What follows belongs to an exercise in optimizing a design on an open flow for small area, a short achievable clock period and few clock cycles; a production flow would make more cautious choices.
No functional check of the RTL was part of any run shown here.
No activity file was given, so power comes from the tool's default toggle rates.

### flow/config.mk
export PLATFORM = sky130hd
export DESIGN_NAME = LCD_CTRL
export DESIGN_NICKNAME = LCD_CTRL
export VERILOG_FILES = /design/flow/design.v
export SDC_FILE = /design/flow/constraint.sdc
export NUM_CORES = 8
export LEC_CHECK = 0
export CAP_MARGIN = 20
export CORE_MARGIN = 2
export CORE_UTILIZATION = 50
export CTS_CLUSTER_DIAMETER = 120
export CTS_CLUSTER_SIZE = 25
export SLEW_MARGIN = 20
### flow/constraint.sdc
create_clock -name core_clock -period 12.0 [get_ports {clk}]
set_input_delay 2.4000 -clock core_clock [delete_from_list [all_inputs] [get_ports {clk}]]
set_output_delay 2.4000 -clock core_clock [all_outputs]
set_load 0.01 [all_outputs]
### flow/design.v
module LCD_CTRL (
  input              clk,
  input              reset,
  input        [3:0] cmd,
  input              cmd_valid,
  input        [7:0] IROM_Q,
  output logic       IROM_rd,
  output logic [5:0] IROM_A,
  output logic       IRAM_valid,
  output logic [7:0] IRAM_D,
  output logic [5:0] IRAM_A,
  output logic       busy,
  output logic       done
);
  logic [7:0]  img [64];
  logic [63:0] vld;
  logic [2:0] x, y;           
  logic [1:0] ra, rb, ca, cb;
  logic [1:0] dra, drb, dca, dcb;   
  logic       dirty;                
  logic [7:0] W [4];          
  logic [3:0] Wv;             
  logic [3:0] rl;             
  logic       pend;           
  logic       is_alu;         
  logic [1:0] alu_op;         
  logic [3:0] from1;          
  logic       wr_act;         
  logic       wfirst;         
  logic [3:0] rs [2], cs [2];
  logic [5:0] wa [4];
  always_comb
    for (int k = 0; k < 4; k++)
      wa[k] = {k[1] ? rb : ra, k[1], k[0] ? cb : ca, k[0]};
  logic [7:0] L  [4];
  logic [3:0] LV;
  always_comb
    for (int k = 0; k < 4; k++) begin
      L[k]  = 8'd0;
      LV[k] = 1'b0;
      for (int q = 0; q < 16; q++)
        if (rs[k / 2][q / 4] && cs[k % 2][q % 4]) begin
          L[k]  = L[k]  | img[(q / 4) * 16 + (k / 2) * 8 + (q % 4) * 2 + k % 2];
          LV[k] = LV[k] | vld[(q / 4) * 16 + (k / 2) * 8 + (q % 4) * 2 + k % 2];
        end
    end
  logic ready, exec, ldst, hit, is_avg;
  logic [3:0] ldhit, land;
  assign is_avg = is_alu && alu_op == 2'd2;
  assign ready = is_alu ? &Wv : &(Wv | land);
  assign exec  = pend & ready;
  assign ldst  = IROM_rd & !wr_act;
  logic [1:0] ik;
  assign ik  = {IROM_A[3], IROM_A[0]};
  assign hit = ldst && (IROM_A[5:4] == (IROM_A[3] ? rb : ra)) &&
                       (IROM_A[2:1] == (IROM_A[0] ? cb : ca)) &&
                       !(rl[ik] ? LV[ik] : Wv[ik]);
  logic inw;
  assign inw = ldst && (IROM_A[5:4] == (IROM_A[3] ? rb : ra)) &&
                       (IROM_A[2:1] == (IROM_A[0] ? cb : ca));
  always_comb
    for (int k = 0; k < 4; k++) begin
      ldhit[k] = hit && (ik == 2'(k));
      land[k]  = inw && (ik == 2'(k)) && !Wv[k];
    end
  function automatic logic ge8(input logic [7:0] a, input logic [7:0] b);
    logic [7:0] g, p;
    logic [3:0] g2, p2;
    logic [1:0] g4, p4;
    for (int i = 0; i < 8; i++) begin
      g[i] = a[i] & ~b[i];
      p[i] = a[i] | ~b[i];
    end
    for (int i = 0; i < 4; i++) begin
      g2[i] = g[2*i+1] | (p[2*i+1] & g[2*i]);
      p2[i] = p[2*i+1] & p[2*i];
    end
    for (int i = 0; i < 2; i++) begin
      g4[i] = g2[2*i+1] | (p2[2*i+1] & g2[2*i]);
      p4[i] = p2[2*i+1] & p2[2*i];
    end
    ge8 = g4[1] | (p4[1] & (g4[0] | p4[0]));
  endfunction
  logic c01, c02, c03, c12, c13, c23;   
  assign c01 = ge8(W[0], W[1]);
  assign c02 = ge8(W[0], W[2]);
  assign c03 = ge8(W[0], W[3]);
  assign c12 = ge8(W[1], W[2]);
  assign c13 = ge8(W[1], W[3]);
  assign c23 = ge8(W[2], W[3]);
  logic [3:0] mx, mn;
  assign mx[0] =  c01 &  c02 &  c03;
  assign mx[1] = !c01 &  c12 &  c13;
  assign mx[2] = !c02 & !c12 &  c23;
  assign mx[3] = !c03 & !c13 & !c23;
  assign mn[0] = !c01 & !c02 & !c03;
  assign mn[1] =  c01 & !c12 & !c13;
  assign mn[2] =  c02 &  c12 & !c23;
  assign mn[3] =  c03 &  c13 &  c23;
  logic [9:0] sum;
  logic [7:0] avg;
  assign sum = 10'(W[0]) + 10'(W[1]) + 10'(W[2]) + 10'(W[3]);
  assign avg = sum[9:2];
  logic [3:0] s;
  always_comb
    for (int i = 0; i < 4; i++)
      s[i] = (alu_op == 2'd0) ? mx[i] : (alu_op == 2'd1) ? mn[i] : 1'b0;
  logic [7:0] wb [4];
  always_comb
    for (int k = 0; k < 4; k++) begin
      wb[k] = is_avg ? avg : 8'd0;
      for (int i = 0; i < 4; i++)
        if ((is_alu && s[i]) ||
            (!is_alu && i == (k ^ 1) && from1[k]) ||
            (!is_alu && i == (k ^ 2) && !from1[k]))
          wb[k] = wb[k] | W[i];
    end
  logic [3:0] lt;
  always_comb
    for (int k = 0; k < 4; k++) lt[k] = !is_alu && (from1[k] ? land[k ^ 1] : land[k ^ 2]);
  always_ff @(posedge clk)
    for (int k = 0; k < 4; k++)
      if (exec && !lt[k])               W[k] <= wb[k];
      else if (exec ? lt[k] : ldhit[k]) W[k] <= IROM_Q;
      else if (rl[k])                   W[k] <= L[k];
  logic [3:0] nWv;
  always_comb
    for (int k = 0; k < 4; k++)
      nWv[k] = exec | ldhit[k] | (rl[k] ? LV[k] : Wv[k]);
  always_ff @(posedge clk or posedge reset)
    if (reset) Wv <= 4'd0;
    else Wv <= nWv;
  for (genvar p = 0; p < 64; p++) begin : g_pix
    localparam int R = p / 8, C = p % 8, KC = (R % 2) * 2 + (C % 2);
    logic wen;
    assign wen = dirty && ((R % 2) ? (R / 2 == drb) : (R / 2 == dra)) &&
                          ((C % 2) ? (C / 2 == dcb) : (C / 2 == dca));
    always_ff @(posedge clk)
      if (wen) img[p] <= W[KC];
    always_ff @(posedge clk or posedge reset)
      if (reset) vld[p] <= 1'b0;
      else if (hit && IROM_A == 6'(p)) vld[p] <= 1'b1;
  end
  logic       acc, is_wr, is_data, wr_start;
  logic [15:0] c;            
  always_comb
    for (int i = 0; i < 16; i++) c[i] = (cmd == 4'(i));
  assign acc      = cmd_valid & !busy;
  assign is_wr    = c[0] | c[12] | c[13] | c[14] | c[15];
  assign is_data  = |c[11:5];
  assign wr_start = acc & is_wr;
  logic       mu, md, ml, mr;       
  assign mu = acc && c[1] && y != 3'd1;
  assign md = acc && c[2] && y != 3'd7;
  assign ml = acc && c[3] && x != 3'd1;
  assign mr = acc && c[4] && x != 3'd7;
  logic [2:0] ym1, yp1, xm1, xp1, ym2, xm2;
  assign ym1 = y - 3'd1;
  assign yp1 = y + 3'd1;
  assign ym2 = y - 3'd2;
  assign xm1 = x - 3'd1;
  assign xp1 = x + 3'd1;
  assign xm2 = x - 3'd2;
  logic [2:0] nx, ny;
  logic [1:0] nra, nrb, nca, ncb;
  logic [3:0] nrl;
  logic [5:0] na;
  always_comb begin
    nx  = x;
    ny  = y;
    nra = ra;
    nrb = rb;
    nca = ca;
    ncb = cb;
    nrl = 4'd0;
    na  = 6'd0;
    if (mu) begin
      ny  = ym1;
      nra = ym1[2:1];
      nrb = ym2[2:1];
      nrl = y[0] ? 4'b1100 : 4'b0011;
      na  = {ym2, ca, 1'b0};
    end
    if (md) begin
      ny  = yp1;
      nra = yp1[2:1];
      nrb = y[2:1];
      nrl = y[0] ? 4'b0011 : 4'b1100;
      na  = {yp1, ca, 1'b0};
    end
    if (ml) begin
      nx  = xm1;
      nca = xm1[2:1];
      ncb = xm2[2:1];
      nrl = x[0] ? 4'b1010 : 4'b0101;
      na  = {ra, 1'b0, xm2};
    end
    if (mr) begin
      nx  = xp1;
      nca = xp1[2:1];
      ncb = x[2:1];
      nrl = x[0] ? 4'b0101 : 4'b1010;
      na  = {ra, 1'b0, xp1};
    end
  end
  logic       cw_cls;
  logic [3:0] nfrom1;
  assign cw_cls = c[9] ^ x[0] ^ y[0];
  always_comb
    for (int k = 0; k < 4; k++)
      nfrom1[k] = c[11] | ((c[8] | c[9]) & ((k[1] == k[0]) ^ cw_cls));
  logic spec, fast, nwr;
  assign fast = wr_start & spec & !vld[0];
  assign nwr  = wr_start | (wr_act & (IROM_A != 6'd63));
  logic [5:0] nrd, wpix;
  assign nrd  = (wr_start & !fast) ? 6'd0 : IROM_A + 6'd1;
  assign wpix = IROM_A + 6'd1;
  function automatic logic [3:0] oh(input logic [1:0] v);
    oh = 4'b1 << v;
  endfunction
  always_ff @(posedge clk) begin
    rs[0] <= mu ? oh(ym1[2:1]) : md ? oh(yp1[2:1]) : wr_act ? oh(wpix[5:4]) : oh(ra);
    rs[1] <= mu ? oh(ym2[2:1]) : md ? oh(y[2:1])   : wr_act ? oh(wpix[5:4]) : oh(rb);
    cs[0] <= ml ? oh(xm1[2:1]) : mr ? oh(xp1[2:1]) : wr_act ? oh(wpix[2:1]) : oh(ca);
    cs[1] <= ml ? oh(xm2[2:1]) : mr ? oh(x[2:1])   : wr_act ? oh(wpix[2:1]) : oh(cb);
  end
  logic npend, nperm, one;
  assign npend   = acc ? is_data : (pend & !exec);
  assign nperm   = acc ? (c[8] | c[9] | c[10] | c[11]) : !is_alu;
  assign one     = (need == 4'b0001) | (need == 4'b0010) | (need == 4'b0100) | (need == 4'b1000);
  always_ff @(posedge clk or posedge reset)
    if (reset) begin
      x      <= 3'd4;
      y      <= 3'd4;
      ra     <= 2'd2;
      rb     <= 2'd1;
      ca     <= 2'd2;
      cb     <= 2'd1;
      dirty  <= 1'b0;
      rl     <= 4'd0;
      pend   <= 1'b0;
      wr_act <= 1'b0;
    end else begin
      x      <= nx;
      y      <= ny;
      ra     <= nra;
      rb     <= nrb;
      ca     <= nca;
      cb     <= ncb;
      dirty  <= exec | hit;
      rl     <= nrl;
      wr_act <= nwr;
      pend   <= npend;
    end
  always_ff @(posedge clk) begin
    dra   <= ra;
    drb   <= rb;
    dca   <= ca;
    dcb   <= cb;
    if (acc) begin
      is_alu <= c[5] | c[6] | c[7];
      alu_op <= {c[7], c[6]};
      from1  <= nfrom1;
    end
  end
  logic [3:0] need;
  assign need = ~nWv;
  logic mv;
  assign mv = mu | md | ml | mr;
  always_ff @(posedge clk or posedge reset)
    if (reset) begin
      IROM_rd <= 1'b0;
      spec    <= 1'b0;
    end else begin
      IROM_rd <= (wr_start | wr_act) ? nwr : 1'b1;
      spec    <= !(wr_start | wr_act | mv) & !(|need);
    end
  always_ff @(posedge clk)
    if (wr_start | wr_act) IROM_A <= nrd;
    else if (mv)           IROM_A <= na;
    else if (need[0])      IROM_A <= wa[0];
    else if (need[1])      IROM_A <= wa[1];
    else if (need[2])      IROM_A <= wa[2];
    else if (need[3])      IROM_A <= wa[3];
    else                   IROM_A <= 6'd0;
  logic [1:0] wk;
  logic       inwin, pv;
  logic [7:0] pd;
  assign wk    = {IROM_A[3], IROM_A[0]};
  assign inwin = (IROM_A == wa[wk]);
  assign pv    = inwin ? Wv[wk] : wfirst ? vld[IROM_A[0]] : LV[wk];
  assign pd    = inwin ? W[wk]  : wfirst ? img[IROM_A[0]] : L[wk];
  always_ff @(posedge clk or posedge reset)
    if (reset) begin
      IRAM_valid <= 1'b0;
      wfirst     <= 1'b0;
      done       <= 1'b0;
      busy       <= 1'b0;
    end else begin
      IRAM_valid <= wr_act | fast;
      wfirst     <= wr_start;
      done       <= IRAM_valid && !wr_act;
      busy       <= nwr | IRAM_valid | (npend & !(&nWv) & !(nperm & one));
    end
  always_ff @(posedge clk) begin
    IRAM_A <= IROM_A;
    IRAM_D <= (pv & !fast) ? pd : IROM_Q;
  end
endmodule
### flow/flow/run.sh
#!/bin/bash
# Standard layout, with plain port buffers and timing repair aiming past the clock period.
set -euo pipefail
bash standard.sh SETUP_SLACK_MARGIN=8.4 "BUFFER_PORTS_ARGS=-buffer_cell sky130_fd_sc_hd__buf_4" finish > make.log 2>&1
### flow/standard.sh
#!/bin/bash
# synth_recipe.tcl (not shown) runs the flow's synth.tcl, then flattens the netlist and writes it again
# the make line also repeats each setting of config.mk as NAME=value (left out here)
make -C /OpenROAD-flow-scripts/flow DESIGN_CONFIG=/design/flow/config.mk WORK_HOME=/design/flow/orfs CLKGATE_MAP_FILE= SYNTH_SCRIPT=/design/flow/synth_recipe.tcl "${@:-finish}"
==> results of run 1 <==
[layout make-up]
class | count | area (µm²) | share of cell area
repair buffers | 198 | 1680 | 0.0495
flip-flops and latches | 684 | 19700 | 0.580
clock buffers | 56 | 870 | 0.0256
well taps | 782 | 978 | 0.0289
inverters | 69 | 285 | 0.00841
clock inverters | 1 | 16.3 | 0.000480
multi-input cells | 1389 | 10400 | 0.307
[where the power goes]
group | internal (µW) | total (µW) | switching (µW) | leakage [µW]
combinational | 1410 | 3850 | 2440 | 0.00462
sequential | 2940 | 3180 | 240 | 0.00652
clock | 496 | 1230 | 736 | 0.000419
total | 4840 | 8250 | 3410 | 0.0116
[registers in the layout (all words and copies together) (netlist names), 6 cells and up]
register  flops
img         512
vld          64
IRAM_D        8
IRAM_A        6
rs            8
W            32
cs            8
IROM_A        6
[logic make-up (layout without fill, tap and decap cells)]
group | Yosys count | count (layout) | share of synthesized area
buffers and inverters | 217 | 324 | 0.0281
AOI/OAI and AO/OA | 660 | 660 | 0.163
muxes | 103 | 103 | 0.0426
and+or+nand+nor | 540 | 540 | 0.0837
DFF | 684 | 684 | 0.646
adders and majority gates | 65 | 65 | 0.0302
xor gates and xnor gates | 21 | 21 | 0.00605
[per-layer routing]
layer  wire length, µm  up-vias
met1             41800    11092
met4              3730        0
li1                  -     9153
met2             46600     1380
met5                 0        -
met3             11500      218
[timing repair]
action | in CTS | in global routing
hold buffers | 0 | 0
setup buffers | 82 | 27
endpoints found under the setup margin | 154 | 64
cloned | 2 | 0
resized for setup | 47 | 50
pin swaps | 23 | 41
[final timing paths]
kind | start | endpoint | depth (start not counted)
min in group asynchronous | reset | x[1] | 2
min | IROM_A[0] | IRAM_A[0] | 0
max reg2reg | W[0][1] | W[3][5] | 13
min reg2reg | IROM_A[0] | IRAM_A[0] | 0
max | W[0][1] | W[3][5] | 13
max in group asynchronous | reset | vld[19] | 3
[per-stage QoR]
step	total power (µW)	hold WS, ns	setup slack [ns]	util	area [µm²]
floorplan	5230	0.392	8.03	-	30600
global placement	6460	0.434	7.63	0.524	31600
detailed placement	6490	0.433	7.55	0.525	31600
CTS	7960	0.422	8.34	0.555	33400
global route	8550	0.419	8.16	0.563	33900
finish	8250	0.422	8.32	0.563	33900
[synth_stat cells, types with 8 or more instances]
| library cell | instances | area share |
|---|---|---|
| a21o_1 | 8 | 0.0020 |
| nor2_1 | 215 | 0.027 |
| a222oi_1 | 89 | 0.029 |
| a41oi_1 | 21 | 0.0060 |
| nor2b_1 | 15 | 0.0031 |
| nand2b_1 | 27 | 0.0056 |
| or3_1 | 13 | 0.0027 |
| o21bai_1 | 68 | 0.017 |
| a22o_1 | 21 | 0.0060 |
| ha_1 | 43 | 0.018 |
| dfrtp_1 | 87 | 0.072 |
| o221ai_1 | 13 | 0.0037 |
| clkinv_1 | 9 | 0.0011 |
| edfxtp_1 | 549 | 0.54 |
| nand3_1 | 45 | 0.0074 |
| fa_1 | 16 | 0.011 |
| a22oi_1 | 134 | 0.033 |
| nand2_1 | 113 | 0.014 |
| a31oi_1 | 16 | 0.0033 |
| or2_2 | 10 | 0.0021 |
| mux2i_1 | 74 | 0.024 |
| a32oi_1 | 13 | 0.0037 |
| nor3_1 | 26 | 0.0043 |
| o22ai_1 | 64 | 0.013 |
| xnor2_1 | 15 | 0.0043 |
| a21oi_1 | 74 | 0.012 |
| or4_1 | 22 | 0.0054 |
| o211ai_1 | 22 | 0.0054 |
| dfxtp_1 | 44 | 0.029 |
| buf_1 | 27 | 0.0033 |
| o21ai_0 | 43 | 0.0071 |
| clkbuf_1 | 109 | 0.013 |
| a221oi_1 | 10 | 0.0029 |
| inv_1 | 60 | 0.0074 |
| and2_1 | 19 | 0.0039 |
| mux4_2 | 19 | 0.014 |
==> out/qor.yml, run 1 <==
synthToLayoutAreaGrowth_pct: 11.5
crit_slowest_cell: "fa_1"
grt.met3_usage: 0.0659
crit_family: "adder cells"
antenna_found_initial: 1
yosysSeqAreaShare: 0.646
cp_num_buf_inv: 2
antennaDiodeCount: 0
rsz0062_at_grt: "true"
final_cell_mix: "edfxtp_1 (549), nor2_1 (207), buf_4 (170)"
port_buffers: 38
cts_buffers: 31
synth-warning-count: 8
drv_slew: 0
hold_path.class: "reg2reg"
maxCapViolations: 0
drtIter0Drc: 2944
ys.flop_type: "edfxtp_1"
relSlewSlack: 0.209
syn_area_mm2: 0.0304
synth.avg_cell_area_um2: 13.3
nFillCells: 4887
pwr_density_cell_mw_per_mm2: 243
synthCells: 2290
cts_root_buffer: "clkbuf_16"
final_antenna_net_count: 0
avgViaCountPerCell: 6.87
fin_crit_sh: 0.307
clk_latency_ns: 0.66
setup_viol: 0
cp_slowest_stage_delay_ns: 0.58
r2r_slack_ns: 8.32
globalRouteMet1Util: 0.464
clock_skew_ns: 0.0445
status: "timing/DRC/antenna clean"
tightest_slew_ns: 1.18
grt_pass1_vias: 20837
coreArea_mm2: 0.0602
start_kind: "register"
cts.sinks: 684
drc_errors: 0
endpoint_kind: "register"
synthArstFlopShare: 0.133
synth-edff-count: 549
path_max_fanout: 4
finalHoldViolCount: 0
place.gp.congestion: 0.955
grt_pass1_wl_mm: 147
finalNetCount: 2447
dieArea_mm2: 0.0628
p_leak_uw: 0.0116
vias: 21843
die_w_um: 251
syn_nets: 2364
ir_worst_vdd_v: 0.000242
ctsHtreeMaxLevel: 1
die_h_um: 251
cts_tree: "yes"
drive_gt1_frac: 0.163
placed_cells: 3010
cts_max_path_buffers: 3
synth_cell_types: 90
grt_start_max_net_pins: 69
layout_commonest_cell: "edfxtp_1"
wire_per_inst_um: 32.6
final_cells: 3179
cts.clk_slew.worst_paths_ns: 0.12
hpwl_mm: 65.2
required_ns: 12.40
routed_wl_mm: 104
crit_arrival_ns: 4.08
initial_core_util: 0.505
fmax_mhz: 272
boundaryPins: 39
critPathKind: "reg2reg"
busiest_layer: "met2"
crit_path_cell_trace: "fa_1, fa_1, and3b_2, fa_2, a21o_1, a21oi_2, o21bai_1, a21oi_2, buf_4, xnor2_2, a222oi_1, buf_4, a41oi_2"
track_usage: 0.323
use_met2: 0.499
totalNegativeSetupSlack_ns: 0
period_minus_slack_ns: 3.68
num_rows: 90
gr-total-overflow: 0
ys_ff_latch: 684
drtPass1Iterations: 6
==> inputs of run 2 (changes only) <==
--- a/flow/design.v
+++ b/flow/design.v
@@ -47,5 +47,4 @@
   logic ready, exec, ldst, hit, is_avg;
-  logic [3:0] ldhit, land;
   assign is_avg = is_alu && alu_op == 2'd2;
-  assign ready = is_alu ? &Wv : &(Wv | land);
+  assign ready = &Wv;
   assign exec  = pend & ready;
@@ -57,10 +56,5 @@
                        !(rl[ik] ? LV[ik] : Wv[ik]);
-  logic inw;
-  assign inw = ldst && (IROM_A[5:4] == (IROM_A[3] ? rb : ra)) &&
-                       (IROM_A[2:1] == (IROM_A[0] ? cb : ca));
+  logic [3:0] ldhit;
   always_comb
-    for (int k = 0; k < 4; k++) begin
-      ldhit[k] = hit && (ik == 2'(k));
-      land[k]  = inw && (ik == 2'(k)) && !Wv[k];
-    end
+    for (int k = 0; k < 4; k++) ldhit[k] = hit && (ik == 2'(k));
   function automatic logic ge8(input logic [7:0] a, input logic [7:0] b);
@@ -117,10 +111,7 @@
     end
-  logic [3:0] lt;
-  always_comb
-    for (int k = 0; k < 4; k++) lt[k] = !is_alu && (from1[k] ? land[k ^ 1] : land[k ^ 2]);
   always_ff @(posedge clk)
     for (int k = 0; k < 4; k++)
-      if (exec && !lt[k])               W[k] <= wb[k];
-      else if (exec ? lt[k] : ldhit[k]) W[k] <= IROM_Q;
-      else if (rl[k])                   W[k] <= L[k];
+      if (exec)          W[k] <= wb[k];
+      else if (ldhit[k]) W[k] <= IROM_Q;
+      else if (rl[k])    W[k] <= L[k];
   logic [3:0] nWv;
@@ -128,3 +119,3 @@
     for (int k = 0; k < 4; k++)
-      nWv[k] = exec | ldhit[k] | (rl[k] ? LV[k] : Wv[k]);
+      nWv[k] = ldhit[k] | (rl[k] ? LV[k] : Wv[k]);
   always_ff @(posedge clk or posedge reset)
@@ -226,6 +217,4 @@
   end
-  logic npend, nperm, one;
+  logic npend;
   assign npend   = acc ? is_data : (pend & !exec);
-  assign nperm   = acc ? (c[8] | c[9] | c[10] | c[11]) : !is_alu;
-  assign one     = (need == 4'b0001) | (need == 4'b0010) | (need == 4'b0100) | (need == 4'b1000);
   always_ff @(posedge clk or posedge reset)
@@ -302,3 +291,3 @@
       done       <= IRAM_valid && !wr_act;
-      busy       <= nwr | IRAM_valid | (npend & !(&nWv) & !(nperm & one));
+      busy       <= nwr | IRAM_valid | (npend & !(&nWv));
     end
==> run 2 against run 1 <==
Still clean on timing, DRC and antenna. Register-to-register slack gained 0.12 ns. Sequential share of layout area grew 0.58 points. Die area shrank 0.11%. Final area shrank 0.96%. Count of clock-buffer cells in the layout is the same. Via count shrank 2.2%. Clock skew shrank 0.010 ns. Global-route usage shrank 1.4 points. Critical path type is now reg2out. Largest cell class unchanged. Largest power group is now sequential cells. Highest routed layer unchanged.
==> out/qor.yml, run 2 <==
hold-worst-slack_ns: 0.471  # +0.0482 ns
clock_skew_ns: 0.0340  # -0.0105 ns
num_rows: 90  # unchanged
ir_worst_vdd_v: 0.000128  # -47%
pwr_density_cell_mw_per_mm2: 184  # -25%
fmax_mhz: 276  # +1.6%
path_max_fanout: 2  # -2
track_usage: 0.309  # -0.0142
maxCapViolations: 0  # unchanged
yosysSeqAreaShare: 0.647  # +0.000718
period_minus_slack_ns: 3.62  # -0.0566 ns
detailed_place.area_mm2: 0.0315  # -0.46%
syn_area_mm2: 0.0304  # -0.11%
totalNegativeSetupSlack_ns: 0  # unchanged
finalHoldViolCount: 0  # unchanged
synth-simple-area-share: 0.0745  # -0.00917
syn_nets: 2341  # -0.97%
antenna_found_initial: 4  # +3
setup_viol: 0  # unchanged
rsz0062_at_grt: "true"
die_w_um: 251  # about the same
synthAdderAreaFrac: 0.0306  # +0.000322
synthTopCellsByArea: "edfxtp_1 (54%), dfrtp_1 (7.2%), a22oi_1 (3.8%)"
fin_crit_sh: 0.302  # -0.00472
status: "timing/DRC/antenna clean"
die_h_um: 251  # about the same
hpwl_mm: 62.0  # -4.8%
hold_path.class: "reg2reg"
timing.rr.start: "cs[1][2]"
drtIter0Drc: 2991  # +1.6%
ys.flop_type: "edfxtp_1"
largest_reg_flops: 512  # unchanged
grt_pass1_vias: 20133  # -3.4%
ys_ff_latch: 684  # unchanged
final_antenna_net_count: 0  # unchanged
r2r_end: "vld[4]"
ctsHtreeMaxLevel: 1  # unchanged
clk_latency_ns: 0.63  # -0.03 ns
routed_wl_mm: 98.4  # -5.0%
synth_compound_area_frac: 0.170  # +0.00636
cts_max_path_buffers: 3  # unchanged
synth_top_area_share: 0.543  # +0.000603
boundaryPins: 39  # unchanged
synth.avg_cell_area_um2: 13.4  # +0.90%
dieArea_mm2: 0.0628  # -0.11%
stdcell_area_mm2: 0.0336  # -0.96%
synth-warning-count: 8  # unchanged
synth-xor-area-share: 0.00605  # +0.00000672
r2r_slack_ns: 8.44  # +0.12 ns
rr_worst_depth: 9  # -4
cts_tree: "yes"
tightest_slew_ns: 1.21  # +0.0238 ns
cts_buffers: 31  # unchanged
worst_slack_ns: 8.38  # +0.0566 ns
layout_commonest_cell: "edfxtp_1"
endpoint_kind: "output port"
synth_most_common_cell: "edfxtp_1"
relSlewSlack: 0.193  # -0.0159
cts.sinks: 684  # unchanged
reg_top3: "img: 512 flops, vld: 64 flops, W: 32 flops"
initial_core_util: 0.504  # -0.000561
cts_root_buffer: "clkbuf_16"
drc_errors: 0  # unchanged
synth_top_family_by_area: "compound AO/OA/AOI/OAI gates"
final_cell_mix: "edfxtp_1 (549), nor2_1 (162), buf_4 (161)"
holdPathEnd: "vld[63]"
drv_slew: 0  # unchanged
drtPass1Iterations: 9  # +3
gr-total-overflow: 0  # unchanged
coreArea_mm2: 0.0602  # unchanged
port_buffers: 38  # unchanged
critPathKind: "reg2out"
crit_arrival_ns: 1.22  # -2.86 ns
min_path_cells: 1  # +1
yosysTopAreaCell: "edfxtp_1"
synthMuxAreaShare: 0.0420  # -0.000570
p_leak_uw: 0.0115  # -0.17%
place.gp.congestion: 0.912  # -4.5%
synth-edff-count: 549  # unchanged
drive_gt1_frac: 0.170  # +0.00766
wire_per_inst_um: 31.5  # -3.4%
start_kind: "register"
synth_cell_types: 85  # -5.6%
cts.clk_slew.worst_paths_ns: 0.10  # -0.02 ns
top_register: "img"
ys_top_cells_by_count: "edfxtp_1 (549), nor2_1 (171), a22oi_1 (154), clkbuf_1 (111), a21oi_1 (105)"
synthToLayoutAreaGrowth_pct: 10.6
avgViaCountPerCell: 6.83  # -0.55%
dpl_worst_slack_ns: 7.24  # -0.305 ns
grt_pass1_wl_mm: 142  # -3.9%
vias: 21354  # -2.2%
final_util: 0.558  # -0.00542
hold_start: "vld[63]"
grt_start_max_net_pins: 81  # +17%
required_ns: 9.60  # -2.80 ns
synthCells: 2267  # -1.0%
finalNetCount: 2392  # -2.2%
synthArstFlopShare: 0.133  # unchanged
run 2: cell types whose count changed after synthesis, sizes merged, moves of 18 or more:
cell,previous run,this run
a41oi,21,1
a21oi,74,106
o21bai,68,50
mux2,9,31
a31oi,16,41
a22oi,134,155
nor2,215,171
mux2i,75,50
run 2: area by class of cell:
| type | count | area (µm²) |
|---|---|---|
| antenna | 1 | 2.50 |
| clock buffer | 56 | 870 |
| clock inverter | 1 | 16.3 |
| fill | 4944 | 26700 |
| inverter | 66 | 263 |
| multi-input combinational | 1352 | 10200 |
| sequential | 684 | 19700 |
| tap | 782 | 978 |
| timing repair buffer | 183 | 1520 |
run 2: kinds of logic after synthesis:
kind of cell / Yosys count
compound gates: 697
xor+xnor: 21
fa+ha+maj: 66
buf+inv: 232
flops: 684
mux: 100
simple gates: 467
run 2: worst max-delay path by stage:
stage	from	depth (start not counted)	slack (ns)	to
floorplan	cmd[0]	8	7.96	IROM_A[5]
global placement	cmd[3]	9	7.36	IROM_A[5]
detailed placement	cmd[3]	9	7.24	IROM_A[5]
CTS	cs[0][1]	9	8.09	vld[59]
global route	W[1][2]	12	8.33	W[3][6]
finish	IROM_A[0]	2	8.38	IROM_A[0]
run 2: report_power, final:
group	leakage, µW	switching (µW)	internal, µW	total (µW)
clock network	0.000419	732	497	1230
registers	0.00654	119	2680	2800
logic	0.00458	1380	760	2140
run 2: timing repair:
action	CTS	global route
hold buffers	0	0
setup buffers	73	20
cloned	2	0
gates resized for setup	48	44
endpoints found under the setup margin	125	86
pin swaps	5	17
run 2: metal layers:
metal | global-route usage | wire length, µm | vias up
li1 | - | - | 9020
met1 | 0.458 | 40700 | 10897
met2 | 0.461 | 43500 | 1291
met3 | 0.0579 | 10700 | 146
met4 | 0.101 | 3540 | 0
met5 | 0 | 0 | -
run 2: per-stage QoR:
step | instances | total power (µW)
detailed placement | 2970 | 4760
CTS | 3102 | 6110
finish | 3125 | 6170
floorplan | 2267 | 4030
global placement | 2969 | 4750
global route | 3125 | 6380
run 2: critical path: stages (launching register included):
cell and delay (ns):
dfxtp_4 0.37, buf_12 0.12, buf_6 0.11
==> inputs of run 3 (changes only) <==
--- a/flow/design.v
+++ b/flow/design.v
@@ -18,4 +18,2 @@
   logic [1:0] ra, rb, ca, cb;
-  logic [1:0] dra, drb, dca, dcb;   
-  logic       dirty;                
   logic [7:0] W [4];          
@@ -28,3 +26,2 @@
   logic       wr_act;         
-  logic       wfirst;         
   logic [3:0] rs [2], cs [2];
@@ -113,5 +110,4 @@
     for (int k = 0; k < 4; k++)
-      if (exec)          W[k] <= wb[k];
-      else if (ldhit[k]) W[k] <= IROM_Q;
-      else if (rl[k])    W[k] <= L[k];
+      if (exec || ldhit[k]) W[k] <= wd[k];
+      else if (rl[k])       W[k] <= L[k];
   logic [3:0] nWv;
@@ -123,2 +119,5 @@
     else Wv <= nWv;
+  logic [7:0] wd [4];
+  always_comb
+    for (int k = 0; k < 4; k++) wd[k] = exec ? wb[k] : IROM_Q;
   for (genvar p = 0; p < 64; p++) begin : g_pix
@@ -126,6 +125,7 @@
     logic wen;
-    assign wen = dirty && ((R % 2) ? (R / 2 == drb) : (R / 2 == dra)) &&
-                          ((C % 2) ? (C / 2 == dcb) : (C / 2 == dca));
+    assign wen = (exec || ldhit[KC]) &&
+                 ((R % 2) ? (R / 2 == rb) : (R / 2 == ra)) &&
+                 ((C % 2) ? (C / 2 == cb) : (C / 2 == ca));
     always_ff @(posedge clk)
-      if (wen) img[p] <= W[KC];
+      if (wen) img[p] <= wd[KC];
     always_ff @(posedge clk or posedge reset)
@@ -207,3 +207,3 @@
   assign nrd  = (wr_start & !fast) ? 6'd0 : IROM_A + 6'd1;
-  assign wpix = IROM_A + 6'd1;
+  assign wpix = wr_act ? IROM_A + 6'd1 : {5'd0, spec & !vld[0]};
   function automatic logic [3:0] oh(input logic [1:0] v);
@@ -212,6 +212,6 @@
   always_ff @(posedge clk) begin
-    rs[0] <= mu ? oh(ym1[2:1]) : md ? oh(yp1[2:1]) : wr_act ? oh(wpix[5:4]) : oh(ra);
-    rs[1] <= mu ? oh(ym2[2:1]) : md ? oh(y[2:1])   : wr_act ? oh(wpix[5:4]) : oh(rb);
-    cs[0] <= ml ? oh(xm1[2:1]) : mr ? oh(xp1[2:1]) : wr_act ? oh(wpix[2:1]) : oh(ca);
-    cs[1] <= ml ? oh(xm2[2:1]) : mr ? oh(x[2:1])   : wr_act ? oh(wpix[2:1]) : oh(cb);
+    rs[0] <= mu ? oh(ym1[2:1]) : md ? oh(yp1[2:1]) : (ml | mr) ? oh(ra) : oh(wpix[5:4]);
+    rs[1] <= mu ? oh(ym2[2:1]) : md ? oh(y[2:1])   : (ml | mr) ? oh(rb) : oh(wpix[5:4]);
+    cs[0] <= ml ? oh(xm1[2:1]) : mr ? oh(xp1[2:1]) : (mu | md) ? oh(ca) : oh(wpix[2:1]);
+    cs[1] <= ml ? oh(xm2[2:1]) : mr ? oh(x[2:1])   : (mu | md) ? oh(cb) : oh(wpix[2:1]);
   end
@@ -227,3 +227,2 @@
       cb     <= 2'd1;
-      dirty  <= 1'b0;
       rl     <= 4'd0;
@@ -238,3 +237,2 @@
       cb     <= ncb;
-      dirty  <= exec | hit;
       rl     <= nrl;
@@ -244,6 +242,2 @@
   always_ff @(posedge clk) begin
-    dra   <= ra;
-    drb   <= rb;
-    dca   <= ca;
-    dcb   <= cb;
     if (acc) begin
@@ -279,4 +273,4 @@
   assign inwin = (IROM_A == wa[wk]);
-  assign pv    = inwin ? Wv[wk] : wfirst ? vld[IROM_A[0]] : LV[wk];
-  assign pd    = inwin ? W[wk]  : wfirst ? img[IROM_A[0]] : L[wk];
+  assign pv    = inwin ? Wv[wk] : LV[wk];
+  assign pd    = inwin ? W[wk] : L[wk];
   always_ff @(posedge clk or posedge reset)
@@ -284,3 +278,2 @@
       IRAM_valid <= 1'b0;
-      wfirst     <= 1'b0;
       done       <= 1'b0;
@@ -289,3 +282,2 @@
       IRAM_valid <= wr_act | fast;
-      wfirst     <= wr_start;
       done       <= IRAM_valid && !wr_act;
==> run 3 against run 2 <==
Synthesized area is 1.1% lower. Final cell count is 0.35% lower. Non-clock buffer count is 42 higher. Sequential power hardly changed. Global-route usage is 1.0 points higher. Routed wire length is 4.6% higher. Clock skew is 0.014 ns higher. Power is 5.4% higher.
==> out/qor.yml, run 3 <==
nFillCells: 4631  # -6.3%
num_rows: 89  # -1.1%
track_usage: 0.319  # +0.0103
cts_buffers: 30  # -3.2%
drive_gt1_frac: 0.257  # +0.0869
synth-edff-count: 549  # unchanged
finalNetCount: 2390  # -0.084%
avgViaCountPerCell: 6.99  # +2.3%
path_max_fanout: 16  # +14
ctsHoldBuffers: 0  # unchanged
final_antenna_net_count: 0  # unchanged
gr-total-overflow: 0  # unchanged
synthArstFlopShare: 0.132  # -0.000993
initial_core_util: 0.507  # +0.00267
boundaryPins: 39  # unchanged
hold_path.class: "reg2reg"
die_h_um: 249  # -0.56%
p_int_uw: 4050  # +2.8%
clk_latency_ns: 0.66  # +0.03 ns
final_cell_mix: "edfxtp_1 (549), buf_4 (158), a22oi_1 (128)"
crit_arrival_ns: 4.65  # +3.43 ns
ys_ff_latch: 674  # -1.5%
seqPwrFrac: 0.431  # -0.023
layout_commonest_cell: "edfxtp_1"
maxCapViolations: 0  # unchanged
pwr_density_cell_mw_per_mm2: 186  # +1.2%
place.gp.congestion: 0.907  # -0.54%
rsz0062_at_grt: "true"
multiInputGateArea_mm2: 0.0111  # +8.6%
busiest_layer: "met2"
pwr-share-comb: 0.381  # +0.034
power.switching_uw: 2450  # +9.9%
drv_slew: 0  # unchanged
drtIter0Drc: 3605  # +21%
drc_errors: 0  # unchanged
ys.flop_type: "edfxtp_1"
rr_worst_depth: 14  # +5
hpwl_mm: 64.3  # +3.7%
setup_viol: 0  # unchanged
drtPass1Iterations: 10  # +1
start_kind: "register"
yosysSeqAreaShare: 0.647  # about the same
syn_nets: 2282  # -2.5%
fmax_mhz: 229  # -17%
cts_root_buffer: "clkbuf_16"
syn_area_mm2: 0.0300  # -1.1%
globalRouteMet1Util: 0.472  # +0.0137
p_leak_uw: 0.0120  # +4.4%
clock_skew_ns: 0.0481  # +0.0141 ns
synthTopCellsByArea: "edfxtp_1 (55%), dfrtp_1 (7.1%), a22oi_1 (3.3%)"
finalHoldViolCount: 0  # unchanged
ir_worst_vdd_v: 0.000149  # +17%
synth_most_common_cell: "edfxtp_1"
synth-warning-count: 9  # +1
critPathKind: "reg2reg"
endpoint_kind: "register"
cts.clk_slew.worst_paths_ns: 0.11  # about the same
ys_top_cells_by_count: "edfxtp_1 (549), nor2_1 (146), a22oi_1 (133), clkbuf_1 (122), a21oi_1 (117)"
totalNegativeSetupSlack_ns: 0  # unchanged
fin_total_pwr_uw: 6500  # +5.4%
regArea_mm2: 0.0195  # -1.1%
required_ns: 12.28  # +2.68 ns
grt_start_max_net_pins: 57  # -30%
coreArea_mm2: 0.0592  # -1.7%
die_w_um: 249  # -0.56%
grt.met3_usage: 0.0554  # -0.00250
grt_pass1_wl_mm: 146  # +2.8%
cts.sinks: 674  # -1.5%
p_sw_frac: 0.377  # +0.0157
status: "timing/DRC/antenna clean"
antenna_found_initial: 0  # -4
cts_tree: "yes"
reg_top3: "img: 512 flops, vld: 64 flops, W: 32 flops"
relSlewSlack: 0.150  # -0.0433
yosysTopAreaCell: "edfxtp_1"
fin_crit_sh: 0.364  # +0.0620
hold-worst-slack_ns: 0.478  # +0.00716 ns
clockPowerShare: 0.188  # -0.011
use_met2: 0.478  # +0.0168
largest_reg_flops: 512  # unchanged
grt_pass1_vias: 20539  # +2.0%
synthToLayoutAreaGrowth_pct: 16.4
min_path_cells: 1  # unchanged
port_buffers: 38  # unchanged
synthCells: 2208  # -2.6%
tightest_slew_ns: 1.27  # +0.0680 ns
top_register: "img"
vias: 21777  # +2.0%
synth.avg_cell_area_um2: 13.6  # +1.5%
ctsHtreeMaxLevel: 1  # unchanged
synth_cell_types: 87  # +2.4%
period_minus_slack_ns: 4.37  # +0.744 ns
cts_max_path_buffers: 3  # unchanged
dieArea_mm2: 0.0620  # -1.1%
synth_top_area_share: 0.549  # +0.00628
wire_per_inst_um: 33.0  # +4.9%
routed_wl_mm: 103  # +4.6%
==> run 3: worst paths after layout <==
check | startpoint | end | slack, ns
max | W[2][1] | img[11][3] | 7.63
min | vld[24] | vld[24] | 0.48
max reg2reg | W[2][1] | img[11][3] | 7.63
min reg2reg | vld[24] | vld[24] | 0.48
max in group asynchronous | reset | busy | 8.92
min in group asynchronous | reset | vld[8] | 1.86
==> run 3: kinds of logic (layout without fill, tap and decap cells) <==
logic type               Yosys count  in the layout  share of synthesized area
XOR/XNOR                          20             20                    0.00583
flip-flops                       674            674                      0.647
buffers and inverters            226            347                     0.0292
adder cells (fa/ha/maj)           64             64                     0.0303
multiplexers                      89             89                     0.0382
AND/OR/NAND/NOR                  451            454                     0.0750
other                              0              1                          0
AO/OA/AOI/OAI                    684            692                      0.174
==> run 3: metal layers <==
| layer | part of all wire | up-vias |
|---|---|---|
| li1 | - | 8997 |
| met3 | 0.12 | 237 |
| met1 | 0.40 | 11026 |
| met2 | 0.44 | 1517 |
| met4 | 0.045 | 0 |
| met5 | 0 | - |
==> run 3: through the flow <==
| step | setup slack (ns) | cell area [µm²] | cells | utilization |
|---|---|---|---|---|
| 2_1_floorplan | 7.87 | 30500 | 2208 | - |
| 3_3_place_gp | 7.08 | 31400 | 2897 | 0.529 |
| 3_5_place_dp | 6.84 | 31400 | 2897 | 0.529 |
| 4_1_cts | 7.62 | 33800 | 3031 | 0.571 |
| 5_1_grt | 7.52 | 34900 | 3113 | 0.590 |
| 6_report | 7.63 | 35000 | 3114 | 0.590 |
==> run 3: timing repair <==
item                                     CTS  global route
setup buffers                             68            72
resized for setup                        209            88
hold endpoints to repair                   0             0
gates cloned                              10             9
pin swaps                                 44            56
endpoints found under the setup margin  1194          1137
==> run 3: cell type report <==
| class | count | share of cell area |
|---|---|---|
| antenna | 1 | 0.0000716 |
| inverter | 66 | 0.00773 |
| multi-input combinational | 1319 | 0.318 |
| tap | 773 | 0.0277 |
| sequential | 674 | 0.557 |
| clock inverter | 1 | 0.000501 |
| timing repair buffer | 225 | 0.0638 |
| clock buffer | 55 | 0.0248 |
==> run 3: power groups by stage <==
stage          Sequential [µW]  Clock, µW  Combinational [µW]
2_1_floorplan             2800          0                1350
3_3_place_gp              2900          0                2120
3_5_place_dp              2900          0                2120
4_1_cts                   2810       1230                2330
5_1_grt                   2810       1310                2580
6_report                  2800       1220                2480
==> run 3: critical path: stages, from the launching register on <==
cell and delay, ns:
edfxtp_1 0.49, fa_1 0.59, fa_1 0.42, and3b_1 0.21, fa_2 0.34, a21o_1 0.18, a21oi_2 0.16, buf_4 0.14
buf_4 0.10, xnor2_1 0.09, o21ai_0 0.11, a221o_1 0.37, a2111oi_4 0.36, buf_12 0.22, a21oi_4 0.18
==> inputs of run 4 (changes only) <==
--- a/flow/design.v
+++ b/flow/design.v
@@ -18,4 +18,7 @@
   logic [1:0] ra, rb, ca, cb;
+  logic [1:0] dra, drb, dca, dcb;   
+  logic       dirty;                
   logic [7:0] W [4];          
   logic [3:0] Wv;             
+  logic [1:0] src [4];        
   logic [3:0] rl;             
@@ -25,3 +28,8 @@
   logic [3:0] from1;          
+  logic       psh, pwr;       
+  logic [1:0] pdir;           
   logic       wr_act;         
+  logic       avgok, uni;     
+  logic       spec;           
+  logic       last;           
   logic [3:0] rs [2], cs [2];
@@ -43,15 +51,19 @@
     end
-  logic ready, exec, ldst, hit, is_avg;
-  assign is_avg = is_alu && alu_op == 2'd2;
-  assign ready = &Wv;
-  assign exec  = pend & ready;
-  assign ldst  = IROM_rd & !wr_act;
+  logic       ldst, inw;
   logic [1:0] ik;
-  assign ik  = {IROM_A[3], IROM_A[0]};
-  assign hit = ldst && (IROM_A[5:4] == (IROM_A[3] ? rb : ra)) &&
-                       (IROM_A[2:1] == (IROM_A[0] ? cb : ca)) &&
-                       !(rl[ik] ? LV[ik] : Wv[ik]);
-  logic [3:0] ldhit;
+  logic [3:0] hit;
+  assign ldst = IROM_rd & !wr_act;
+  assign ik   = {IROM_A[3], IROM_A[0]};
+  assign inw  = ldst && (IROM_A[5:4] == (IROM_A[3] ? rb : ra)) &&
+                        (IROM_A[2:1] == (IROM_A[0] ? cb : ca));
+  always_comb
+    for (int k = 0; k < 4; k++)
+      hit[k] = inw && (rl[k] ? (ik == 2'(k) && !LV[k]) : (!Wv[k] && src[k] == ik));
+  logic [7:0] Wh [4];
+  logic [3:0] Wvh;
   always_comb
-    for (int k = 0; k < 4; k++) ldhit[k] = hit && (ik == 2'(k));
+    for (int k = 0; k < 4; k++) begin
+      Wh[k]  = hit[k] ? IROM_Q : W[k];
+      Wvh[k] = Wv[k] | hit[k];
+    end
   function automatic logic ge8(input logic [7:0] a, input logic [7:0] b);
@@ -91,5 +103,10 @@
   logic [9:0] sum;
-  logic [7:0] avg;
+  logic [7:0] AVGR, avg;
   assign sum = 10'(W[0]) + 10'(W[1]) + 10'(W[2]) + 10'(W[3]);
-  assign avg = sum[9:2];
+  assign avg = uni ? W[0] : AVGR;
+  always_ff @(posedge clk) AVGR <= sum[9:2];
+  logic is_avg, ready, exec;
+  assign is_avg = is_alu && alu_op == 2'd2;
+  assign ready  = !is_alu || (&Wv && (!is_avg || uni || avgok));
+  assign exec   = pend & ready;
   logic [3:0] s;
@@ -98,26 +115,46 @@
       s[i] = (alu_op == 2'd0) ? mx[i] : (alu_op == 2'd1) ? mn[i] : 1'b0;
-  logic [7:0] wb [4];
-  always_comb
-    for (int k = 0; k < 4; k++) begin
-      wb[k] = is_avg ? avg : 8'd0;
-      for (int i = 0; i < 4; i++)
-        if ((is_alu && s[i]) ||
-            (!is_alu && i == (k ^ 1) && from1[k]) ||
-            (!is_alu && i == (k ^ 2) && !from1[k]))
-          wb[k] = wb[k] | W[i];
-    end
-  always_ff @(posedge clk)
-    for (int k = 0; k < 4; k++)
-      if (exec || ldhit[k]) W[k] <= wd[k];
-      else if (rl[k])       W[k] <= L[k];
+  logic [7:0] va;             
+  always_comb begin
+    va = is_avg ? avg : 8'd0;
+    for (int i = 0; i < 4; i++)
+      if (s[i]) va = va | W[i];
+  end
+  logic [7:0] nW [4];
   logic [3:0] nWv;
+  logic [1:0] nsrc [4];
   always_comb
     for (int k = 0; k < 4; k++)
-      nWv[k] = ldhit[k] | (rl[k] ? LV[k] : Wv[k]);
+      if (exec && is_alu) begin
+        nW[k]   = va;
+        nWv[k]  = 1'b1;
+        nsrc[k] = src[k];
+      end else if (exec) begin    
+        nW[k]   = from1[k] ? Wh[k ^ 1]  : Wh[k ^ 2];
+        nWv[k]  = from1[k] ? Wvh[k ^ 1] : Wvh[k ^ 2];
+        nsrc[k] = from1[k] ? src[k ^ 1] : src[k ^ 2];
+      end else if (rl[k]) begin
+        nW[k]   = hit[k] ? IROM_Q : L[k];
+        nWv[k]  = hit[k] | LV[k];
+        nsrc[k] = 2'(k);
+      end else begin
+        nW[k]   = Wh[k];
+        nWv[k]  = Wvh[k];
+        nsrc[k] = src[k];
+      end
+  logic ppn;
+  always_comb begin
+    ppn = 1'b0;
+    for (int k = 0; k < 4; k++)
+      if (!nWv[k] && nsrc[k] != 2'(k)) ppn = 1'b1;
+  end
+  always_ff @(posedge clk)
+    for (int k = 0; k < 4; k++) W[k] <= nW[k];
   always_ff @(posedge clk or posedge reset)
-    if (reset) Wv <= 4'd0;
-    else Wv <= nWv;
-  logic [7:0] wd [4];
-  always_comb
-    for (int k = 0; k < 4; k++) wd[k] = exec ? wb[k] : IROM_Q;
+    if (reset) begin
+      Wv <= 4'd0;
+      for (int k = 0; k < 4; k++) src[k] <= 2'(k);
+    end else begin
+      Wv <= nWv;
+      for (int k = 0; k < 4; k++) src[k] <= nsrc[k];
+    end
   for (genvar p = 0; p < 64; p++) begin : g_pix
@@ -125,24 +162,28 @@
     logic wen;
-    assign wen = (exec || ldhit[KC]) &&
-                 ((R % 2) ? (R / 2 == rb) : (R / 2 == ra)) &&
-                 ((C % 2) ? (C / 2 == cb) : (C / 2 == ca));
+    assign wen = dirty && ((R % 2) ? (R / 2 == drb) : (R / 2 == dra)) &&
+                          ((C % 2) ? (C / 2 == dcb) : (C / 2 == dca));
     always_ff @(posedge clk)
-      if (wen) img[p] <= wd[KC];
+      if (wen) img[p] <= W[KC];
     always_ff @(posedge clk or posedge reset)
       if (reset) vld[p] <= 1'b0;
-      else if (hit && IROM_A == 6'(p)) vld[p] <= 1'b1;
+      else if (wen) vld[p] <= Wv[KC];
   end
-  logic       acc, is_wr, is_data, wr_start;
-  logic [15:0] c;            
+  logic [15:0] c;             
   always_comb
     for (int i = 0; i < 16; i++) c[i] = (cmd == 4'(i));
-  assign acc      = cmd_valid & !busy;
-  assign is_wr    = c[0] | c[12] | c[13] | c[14] | c[15];
-  assign is_data  = |c[11:5];
-  assign wr_start = acc & is_wr;
+  logic acc, is_wr, is_sh, is_data;
+  assign acc     = cmd_valid & !busy;
+  assign is_wr   = c[0] | c[12] | c[13] | c[14] | c[15];
+  assign is_sh   = |c[4:1];
+  assign is_data = |c[11:5];
+  logic       go_sh, wr_start;
+  logic [1:0] dir;
+  assign go_sh    = !ppn & ((acc & is_sh) | psh);
+  assign dir      = psh ? pdir : {c[3] | c[4], c[2] | c[4]};
+  assign wr_start = !ppn & ((acc & is_wr) | pwr);
   logic       mu, md, ml, mr;       
-  assign mu = acc && c[1] && y != 3'd1;
-  assign md = acc && c[2] && y != 3'd7;
-  assign ml = acc && c[3] && x != 3'd1;
-  assign mr = acc && c[4] && x != 3'd7;
+  assign mu = go_sh && dir == 2'd0 && y != 3'd1;
+  assign md = go_sh && dir == 2'd1 && y != 3'd7;
+  assign ml = go_sh && dir == 2'd2 && x != 3'd1;
+  assign mr = go_sh && dir == 2'd3 && x != 3'd7;
   logic [2:0] ym1, yp1, xm1, xp1, ym2, xm2;
@@ -202,4 +243,4 @@
       nfrom1[k] = c[11] | ((c[8] | c[9]) & ((k[1] == k[0]) ^ cw_cls));
-  logic spec, fast, nwr;
-  assign fast = wr_start & spec & !vld[0];
+  logic fast, nwr;
+  assign fast = wr_start & spec & !vld[0] & !(ra == 2'd0 && ca == 2'd0);
   assign nwr  = wr_start | (wr_act & (IROM_A != 6'd63));
@@ -217,4 +258,10 @@
   end
-  logic npend;
-  assign npend   = acc ? is_data : (pend & !exec);
+  logic npend, nis_alu, nis_avg, navgok, nuni, npsh, npwr;
+  assign npend   = (acc & is_data) | (pend & !exec);
+  assign nis_alu = acc ? (c[5] | c[6] | c[7]) : is_alu;
+  assign nis_avg = acc ? c[7] : is_avg;
+  assign navgok  = !((|hit) | (|rl));
+  assign nuni    = (exec & is_alu) | (uni & !((|hit) | (|rl)));
+  assign npsh    = ppn & ((acc & is_sh) | psh);
+  assign npwr    = ppn & ((acc & is_wr) | pwr);
   always_ff @(posedge clk or posedge reset)
@@ -227,4 +274,8 @@
       cb     <= 2'd1;
+      dirty  <= 1'b0;
       rl     <= 4'd0;
+      uni    <= 1'b0;
       pend   <= 1'b0;
+      psh    <= 1'b0;
+      pwr    <= 1'b0;
       wr_act <= 1'b0;
@@ -237,7 +288,16 @@
       cb     <= ncb;
+      dirty  <= exec | (|hit);
       rl     <= nrl;
-      wr_act <= nwr;
+      uni    <= nuni;
       pend   <= npend;
+      psh    <= npsh;
+      pwr    <= npwr;
+      wr_act <= nwr;
     end
   always_ff @(posedge clk) begin
+    dra   <= ra;
+    drb   <= rb;
+    dca   <= ca;
+    dcb   <= cb;
+    avgok <= navgok;
     if (acc) begin
@@ -246,2 +306,3 @@
       from1  <= nfrom1;
+      pdir   <= dir;
     end
@@ -252,2 +313,9 @@
   assign mv = mu | md | ml | mr;
+  logic [5:0] dem;            
+  always_comb
+    if (need[0])      dem = wa[nsrc[0]];
+    else if (need[1]) dem = wa[nsrc[1]];
+    else if (need[2]) dem = wa[nsrc[2]];
+    else if (need[3]) dem = wa[nsrc[3]];
+    else              dem = 6'd0;
   always_ff @(posedge clk or posedge reset)
@@ -263,7 +331,3 @@
     else if (mv)           IROM_A <= na;
-    else if (need[0])      IROM_A <= wa[0];
-    else if (need[1])      IROM_A <= wa[1];
-    else if (need[2])      IROM_A <= wa[2];
-    else if (need[3])      IROM_A <= wa[3];
-    else                   IROM_A <= 6'd0;
+    else                   IROM_A <= dem;
   logic [1:0] wk;
@@ -278,2 +342,3 @@
       IRAM_valid <= 1'b0;
+      last       <= 1'b0;
       done       <= 1'b0;
@@ -282,4 +347,6 @@
       IRAM_valid <= wr_act | fast;
-      done       <= IRAM_valid && !wr_act;
-      busy       <= nwr | IRAM_valid | (npend & !(&nWv));
+      last       <= wr_act && IROM_A == 6'd63;
+      done       <= last;
+      busy       <= nwr | wr_act | last | npsh | npwr |
+                    (npend & nis_alu & !(&nWv && (!nis_avg || nuni || navgok)));
     end
==> run 4 against run 3 <==
Register-to-register slack better by 0.70 ns. Combinational power is 110% higher. Synthesized cell count is 16% higher. Largest power group is now combinational cells. Critical endpoint is now cs[1][3]. Routed wire length is 4.8% higher. Sequential cell count is 32 higher. Final cell count is 13% higher.
==> out/qor.yml, run 4 <==
endpoint_kind: "register"
finalNetCount: 2706  # +13%
hpwl_mm: 70.6  # +9.8%
p_leak_uw: 0.0129  # +7.4%
fmax_mhz: 253  # +10%
worst_slack_ns: 8.05  # +0.412 ns
synth-edff-count: 518  # -5.6%
syn_nets: 2627  # +15%
finalHoldViolCount: 0  # unchanged
final_antenna_net_count: 0  # unchanged
grt_start_max_net_pins: 70  # +23%
totalNegativeSetupSlack_ns: 0  # unchanged
start_kind: "input pin"
port_buffers: 38  # unchanged
synth_top_area_share: 0.481  # -0.0681
wire_per_inst_um: 30.7  # -7.2%
critPathKind: "in2reg"
synthToLayoutAreaGrowth_pct: 13.6
drtIter0Drc: 3251  # -9.8%
gr-total-overflow: 0  # unchanged
required_ns: 12.45  # +0.17 ns
grt_pass1_wl_mm: 156  # +7.0%
setup_viol: 0  # unchanged
fin_crit_sh: 0.330  # -0.0343
hold_path.class: "reg2reg"
maxCapViolations: 0  # unchanged
coreArea_mm2: 0.0642  # +8.4%
cts_root_buffer: "clkbuf_16"
synth_cell_types: 94  # +8.0%
cts_buffers: 34  # +13%
yosysTopAreaCell: "edfxtp_1"
yosysSeqAreaShare: 0.613  # -0.0340
synth-warning-count: 11  # +2
cts_max_path_buffers: 3  # unchanged
clock_skew_ns: 0.0336  # -0.0145 ns
path_max_fanout: 7  # -9
top_register: "img"
final_util: 0.572  # -0.0177
cts.clk_slew.worst_paths_ns: 0.12  # about the same
largest_reg_flops: 512  # unchanged
synthTopCellsByArea: "edfxtp_1 (48%), dfrtp_1 (7.3%), dfxtp_1 (5.3%)"
syn_area_mm2: 0.0324  # +7.7%
drtPass1Iterations: 8  # -2
layout_commonest_cell: "edfxtp_1"
drive_gt1_frac: 0.220  # -0.0370
cts_tree: "yes"
routed_wl_mm: 108  # +4.8%
ys.flop_type: "edfxtp_1"
ys_top_cells_by_count: "edfxtp_1 (518), nor2_1 (202), a21oi_1 (154), nand2_1 (150), a22oi_1 (144)"
dpl_worst_slack_ns: 6.68  # -0.159 ns
reg_top3: "img: 512 flops, vld: 64 flops, W: 32 flops"
hold-worst-slack_ns: 0.409  # -0.0687 ns
synth_most_common_cell: "edfxtp_1"
r2r_slack_ns: 8.33  # +0.70 ns
pwr_density_cell_mw_per_mm2: 274  # +48%
synth.avg_cell_area_um2: 12.7  # -6.9%
period_minus_slack_ns: 3.95  # -0.412 ns
drv_slew: 0  # unchanged
dieArea_mm2: 0.0668  # +7.6%
cts.sinks: 706  # +4.7%
drc_errors: 0  # unchanged
vias: 23684  # +8.8%
tightest_slew_ns: 1.21  # -0.0599 ns
avgViaCountPerCell: 6.73  # -3.7%
ctsHoldBuffers: 0  # unchanged
rsz0062_at_grt: "true"
ctsHtreeMaxLevel: 2  # +1
status: "timing/DRC/antenna clean"
relSlewSlack: 0.188  # +0.0379
die_h_um: 258  # +3.7%
track_usage: 0.316  # -0.00296
ir_worst_vdd_v: 0.000294  # +97%
final_cell_mix: "edfxtp_1 (518), buf_4 (179), nor2_1 (178)"
synthCells: 2556  # +16%
clk_latency_ns: 0.60  # -0.06 ns
grt_pass1_vias: 22371  # +8.9%
die_w_um: 258  # +3.7%
ys_ff_latch: 706  # +4.7%
boundaryPins: 39  # unchanged
crit_arrival_ns: 4.40  # -0.25 ns
antenna_found_initial: 5  # +5
num_rows: 93  # +4.5%
place.gp.congestion: 0.917  # +1.1%
initial_core_util: 0.504  # -0.00329
synthArstFlopShare: 0.144  # +0.0124
==> run 4: power breakdown <==
part / total (µW) / internal [µW] / switching (µW) / leakage [µW]
Clock: 1340 / 560 / 775 / 0.000477
Sequential: 3630 / 3220 / 412 / 0.00674
Combinational: 5110 / 1910 / 3200 / 0.00571
==> run 4: routing by layer <==
layer	GRT usage	up-vias	share of wire
li1	-	10085	-
met2	0.492	1420	0.45
met5	0	-	0.00019
met1	0.456	11975	0.41
met3	0.0592	200	0.10
met4	0.0885	4	0.034
==> run 4: area by class of cell <==
class	count	area [µm²]
Inverter	90	380
Tap cell	855	1070
Clock inverter	4	35.0
Timing Repair Buffer	225	2080
Clock buffer	57	958
Fill cell	5379	27500
Antenna cell	2	5.00
Multi-Input combinational cell	1578	12300
Sequential cell	706	19900
==> run 4: logic make-up (layout without fill, tap and decap cells) <==
group,Yosys count,in the layout,share of synthesized area
AO/OA/AOI/OAI,729,730,0.164
XOR/XNOR,33,33,0.00893
adder cells (fa/ha/maj),64,64,0.0278
buffers and inverters,275,376,0.0350
flip-flops,706,706,0.613
multiplexers,175,175,0.0649
other,0,2,0
AND/OR/NAND/NOR,574,576,0.0863
==> run 4: worst max-delay path: stages <==
cell and delay, ns:
buf_4 0.14, o41a_1 0.55, inv_2 0.18, a21oi_4 0.06, o21ai_4 0.25, nor3_4 0.07
buf_6 0.13, a22o_1 0.20, o31ai_4 0.42
==> run 4: worst paths after layout <==
path	start	end	depth (start not counted)
min reg2reg	IROM_A[0]	IRAM_A[0]	0
max reg2reg	rs[1][3]	y[2]	17
max in group asynchronous	reset	vld[32]	3
min in group asynchronous	reset	ca[0]	2
min	IROM_A[0]	IRAM_A[0]	0
max	cmd[3]	cs[1][3]	9
==> run 4: through the flow <==
stage / area [µm²] / instances / total power, µW
detailed placement: 33600 / 3323 / 8030
CTS: 36000 / 3462 / 9760
finish: 36800 / 3517 / 10100
floorplan: 32600 / 2556 / 6420
global route: 36800 / 3516 / 10500
global placement: 33500 / 3322 / 7970
==> run 4: what timing repair did <==
item,4_1_cts,5_1_grt
pin swaps,44,34
setup endpoints to repair,94,131
setup buffers,74,43
gates cloned,4,3
resized for setup,161,69
==> inputs of run 5 (changes only) <==
--- a/flow/design.v
+++ b/flow/design.v
@@ -24,2 +24,3 @@
   logic [3:0] rl;             
+  logic [3:0] pvld;           
   logic       pend;           
@@ -143,2 +144,6 @@
       end
+  logic [3:0] npvld;
+  always_comb
+    for (int k = 0; k < 4; k++)
+      npvld[k] = rl[k] ? (LV[k] | hit[k]) : (pvld[k] | nWv[k]);
   logic ppn;
@@ -147,3 +152,3 @@
     for (int k = 0; k < 4; k++)
-      if (!nWv[k] && nsrc[k] != 2'(k)) ppn = 1'b1;
+      if (!nWv[k] && (nsrc[k] != 2'(k) || npvld[k])) ppn = 1'b1;
   end
@@ -153,6 +158,8 @@
     if (reset) begin
-      Wv <= 4'd0;
+      Wv   <= 4'd0;
+      pvld <= 4'd0;
       for (int k = 0; k < 4; k++) src[k] <= 2'(k);
     end else begin
-      Wv <= nWv;
+      Wv   <= nWv;
+      pvld <= npvld;
       for (int k = 0; k < 4; k++) src[k] <= nsrc[k];
@@ -168,3 +175,3 @@
       if (reset) vld[p] <= 1'b0;
-      else if (wen) vld[p] <= Wv[KC];
+      else if (wen && Wv[KC]) vld[p] <= 1'b1;
   end
@@ -313,9 +320,11 @@
   assign mv = mu | md | ml | mr;
+  logic [1:0] dc;             
   logic [5:0] dem;            
-  always_comb
-    if (need[0])      dem = wa[nsrc[0]];
-    else if (need[1]) dem = wa[nsrc[1]];
-    else if (need[2]) dem = wa[nsrc[2]];
-    else if (need[3]) dem = wa[nsrc[3]];
-    else              dem = 6'd0;
+  always_comb begin
+    if (need[0])      dc = nsrc[0];
+    else if (need[1]) dc = nsrc[1];
+    else if (need[2]) dc = nsrc[2];
+    else              dc = nsrc[3];
+    dem = (|need) ? {dc[1] ? rb : ra, dc[1], dc[0] ? cb : ca, dc[0]} : 6'd0;
+  end
   always_ff @(posedge clk or posedge reset)
==> run 5 against run 4 <==
Fmax rose by 6.0%. Via count fell by 0.35%. Sequential cell count rose by 4. First-iteration DRC count rose by 14%. Critical path depth rose by 2. Synthesized cell count fell by 0.31%. Global-route usage rose by 0.075 points. Die area fell by 2.1%. Sequential power barely moved. Core utilization rose by 1.2 points. Power fell by 2.9%. Highest routed layer unchanged. Synthesized area fell by 2.1%.
==> out/qor.yml, run 5 <==
layout_commonest_cell: "edfxtp_1"
p_leak_uw: 0.0127  # -1.9%
synth-simple-area-share: 0.0838  # -0.00252
finalNetCount: 2716  # +0.37%
timing.rr.start: "is_alu"
fin_crit_sh: 0.311  # -0.0187
ys_ff_latch: 710  # +0.57%
synth_most_common_cell: "edfxtp_1"
rsz0062_at_grt: "true"
required_ns: 12.52  # +0.07 ns
clk_latency_ns: 0.61  # about the same
totalNegativeSetupSlack_ns: 0  # unchanged
final_antenna_net_count: 0  # unchanged
ctsHoldBuffers: 0  # unchanged
pwr_density_cell_mw_per_mm2: 267  # -2.8%
fmax_mhz: 268  # +6.0%
drive_gt1_frac: 0.190  # -0.0304
place.gp.congestion: 0.969  # +5.6%
synthTopCellsByArea: "edfxtp_1 (49%), dfrtp_1 (7.7%), dfxtp_1 (5.4%)"
top_register: "img"
hold_path.class: "reg2reg"
synth-xor-area-share: 0.00968  # +0.000746
critPathKind: "in2reg"
cts.sinks: 710  # +0.57%
routed_wl_mm: 108  # -0.18%
crit_arrival_ns: 4.25  # -0.15 ns
reg_top3: "img: 512 flops, vld: 64 flops, W: 32 flops"
fin_total_pwr_uw: 9790  # -2.9%
path_max_fanout: 7  # unchanged
num_rows: 92  # -1.1%
synthMuxAreaShare: 0.0279  # -0.0371
final_cell_mix: "edfxtp_1 (518), nand2_1 (184), nor2_1 (182)"
coreArea_mm2: 0.0629  # -2.2%
status: "timing/DRC/antenna clean"
drc_errors: 0  # unchanged
grt_pass1_vias: 22053  # -1.4%
syn_area_mm2: 0.0317  # -2.1%
gr-total-overflow: 0  # unchanged
ys.flop_type: "edfxtp_1"
ys_top_cells_by_count: "edfxtp_1 (518), nand2_1 (190), nor2_1 (189), a22oi_1 (184), clkbuf_1 (143)"
endpoint_kind: "register"
yosysTopAreaCell: "edfxtp_1"
track_usage: 0.317  # +0.000747
synth_top_family_by_area: "compound AO/OA/AOI/OAI gates"
die_h_um: 256  # -1.0%
clockPowerShare: 0.138  # +0.006
drtIter0Drc: 3696  # +14%
cts_root_buffer: "clkbuf_16"
synthArstFlopShare: 0.149  # +0.00482
syn_nets: 2619  # -0.30%
synthCells: 2548  # -0.31%
ir_worst_vdd_v: 0.000420  # +43%
synthAdderAreaFrac: 0.0294  # +0.00155
yosysSeqAreaShare: 0.630  # +0.0164
start_kind: "input pin"
dieArea_mm2: 0.0654  # -2.1%
pwr-share-comb: 0.495  # -0.012
relSlewSlack: 0.157  # -0.0306
clock_skew_ns: 0.0353  # +0.00172 ns
wire_per_inst_um: 30.7  # about the same
synth-warning-count: 11  # unchanged
synth-edff-count: 518  # unchanged
drtPass1Iterations: 7  # -1
p_int_uw: 5680  # -0.16%
cts.clk_slew.worst_paths_ns: 0.11  # about the same
synth_cell_types: 93  # -1.1%
synth_top_area_share: 0.491  # +0.0104
avgViaCountPerCell: 6.72  # -0.20%
hpwl_mm: 66.4  # -5.9%
cts_buffers: 34  # unchanged
power.switching_uw: 4110  # -6.4%
tightest_slew_ns: 1.25  # +0.0399 ns
setup_viol: 0  # unchanged
port_buffers: 38  # unchanged
cts_tree: "yes"
vias: 23602  # -0.35%
initial_core_util: 0.504  # about the same
boundaryPins: 39  # unchanged
grt_start_max_net_pins: 76  # +8.6%
largest_reg_flops: 512  # unchanged
antenna_found_initial: 2  # -3
hold_start: "IROM_A[1]"
synth_compound_area_frac: 0.188  # +0.0239
synthToLayoutAreaGrowth_pct: 16.0
die_w_um: 256  # -1.0%
drv_slew: 0  # unchanged
finalHoldViolCount: 0  # unchanged
cts_max_path_buffers: 3  # unchanged
period_minus_slack_ns: 3.73  # -0.224 ns
ctsHtreeMaxLevel: 2  # unchanged
synth.avg_cell_area_um2: 12.4  # -1.8%
cp-startpoint: "cmd[1]"
grt_pass1_wl_mm: 153  # -1.5%
p_sw_frac: 0.419  # -0.0158
maxCapViolations: 0  # unchanged
seqPwrFrac: 0.368  # +0.008
## run 5: metal layers
layer,global-route usage,up-vias,wire [µm]
li1,-,10024,-
met1,0.466,11841,43500
met2,0.478,1506,48000
met3,0.0535,229,11500
met4,0.111,2,4650
met5,0,-,8
## run 5: path summary, 6_finish.rpt
path | slack (ns) | end | depth (start not counted)
hold reg to reg | 0.44 | IRAM_A[1] | 0
setup / recovery | 8.27 | rs[1][1] | 11
max in group asynchronous | 8.92 | rb[1] | 3
min in group asynchronous | 1.90 | x[1] | 2
hold / removal | 0.44 | IRAM_A[1] | 0
setup reg to reg | 8.29 | rs[1][1] | 13
## run 5: kinds of logic (layout without fill, tap and decap cells)
family / after synthesis / in the layout
AOI/OAI and AO/OA: 831 / 831
DFF: 710 / 710
and+or+nand+nor: 577 / 578
buffers and inverters: 263 / 378
adders and majority gates: 67 / 67
muxes: 65 / 65
xor gates and xnor gates: 35 / 35
other: 0 / 2
## run 5: layout make-up
cell class,count,area [µm²]
Sequential cell,710,20100
Inverter,78,337
Tap cell,846,1060
Clock inverter,3,45.0
Multi-Input combinational cell,1576,11700
Clock buffer,52,940
Antenna cell,2,5.00
Fill cell,5195,26100
Timing Repair Buffer,245,2640
## run 5: repair_timing
action,CTS,global route
hold endpoints to repair,0,0
gates cloned,13,5
resized for setup,215,70
setup endpoints to repair,96,87
setup buffers,97,41
pin swaps,48,40
## run 5: stage by stage
stage               cell area [µm²]  setup slack (ns)  cells  hold slack [ns]   util
finish                        36700              8.27   3512            0.441  0.585
global route                  36700              8.21   3510            0.441  0.585
CTS                           36000              8.28   3464            0.438  0.573
detailed placement            32800              6.74   3299            0.431  0.522
global placement              32800              6.80   3299            0.427  0.522
floorplan                     31900              7.60   2548            0.355      -
## run 5: power by group through the flow
stage | logic (µW) | registers (µW) | clock network, µW
3_5_place_dp | 3910 | 3610 | 0
4_1_cts | 4520 | 3570 | 1360
5_1_grt | 5120 | 3630 | 1440
2_1_floorplan | 2510 | 3510 | 0
6_report | 4850 | 3600 | 1350
3_3_place_gp | 3850 | 3600 | 0
## run 5: worst max-delay path, cell delays in order
cell and delay, ns:
buf_12 0.11, xnor2_4 0.14, nor4_4 0.14, a21oi_2 0.07, buf_6 0.15, or3_4 0.41
nand2_4 0.09, nand3_4 0.16, buf_6 0.17, o31a_1 0.23, a22oi_1 0.16

Re-timed with assumed drivers on the ports (clkbuf_16 on the clock, buf_2 on other inputs), run 5 has 8.288 ns of setup slack against 8.270 ns with ideal ports, and 7.631 ns once port delays also move by the mid clock arrival of 0.659 ns.
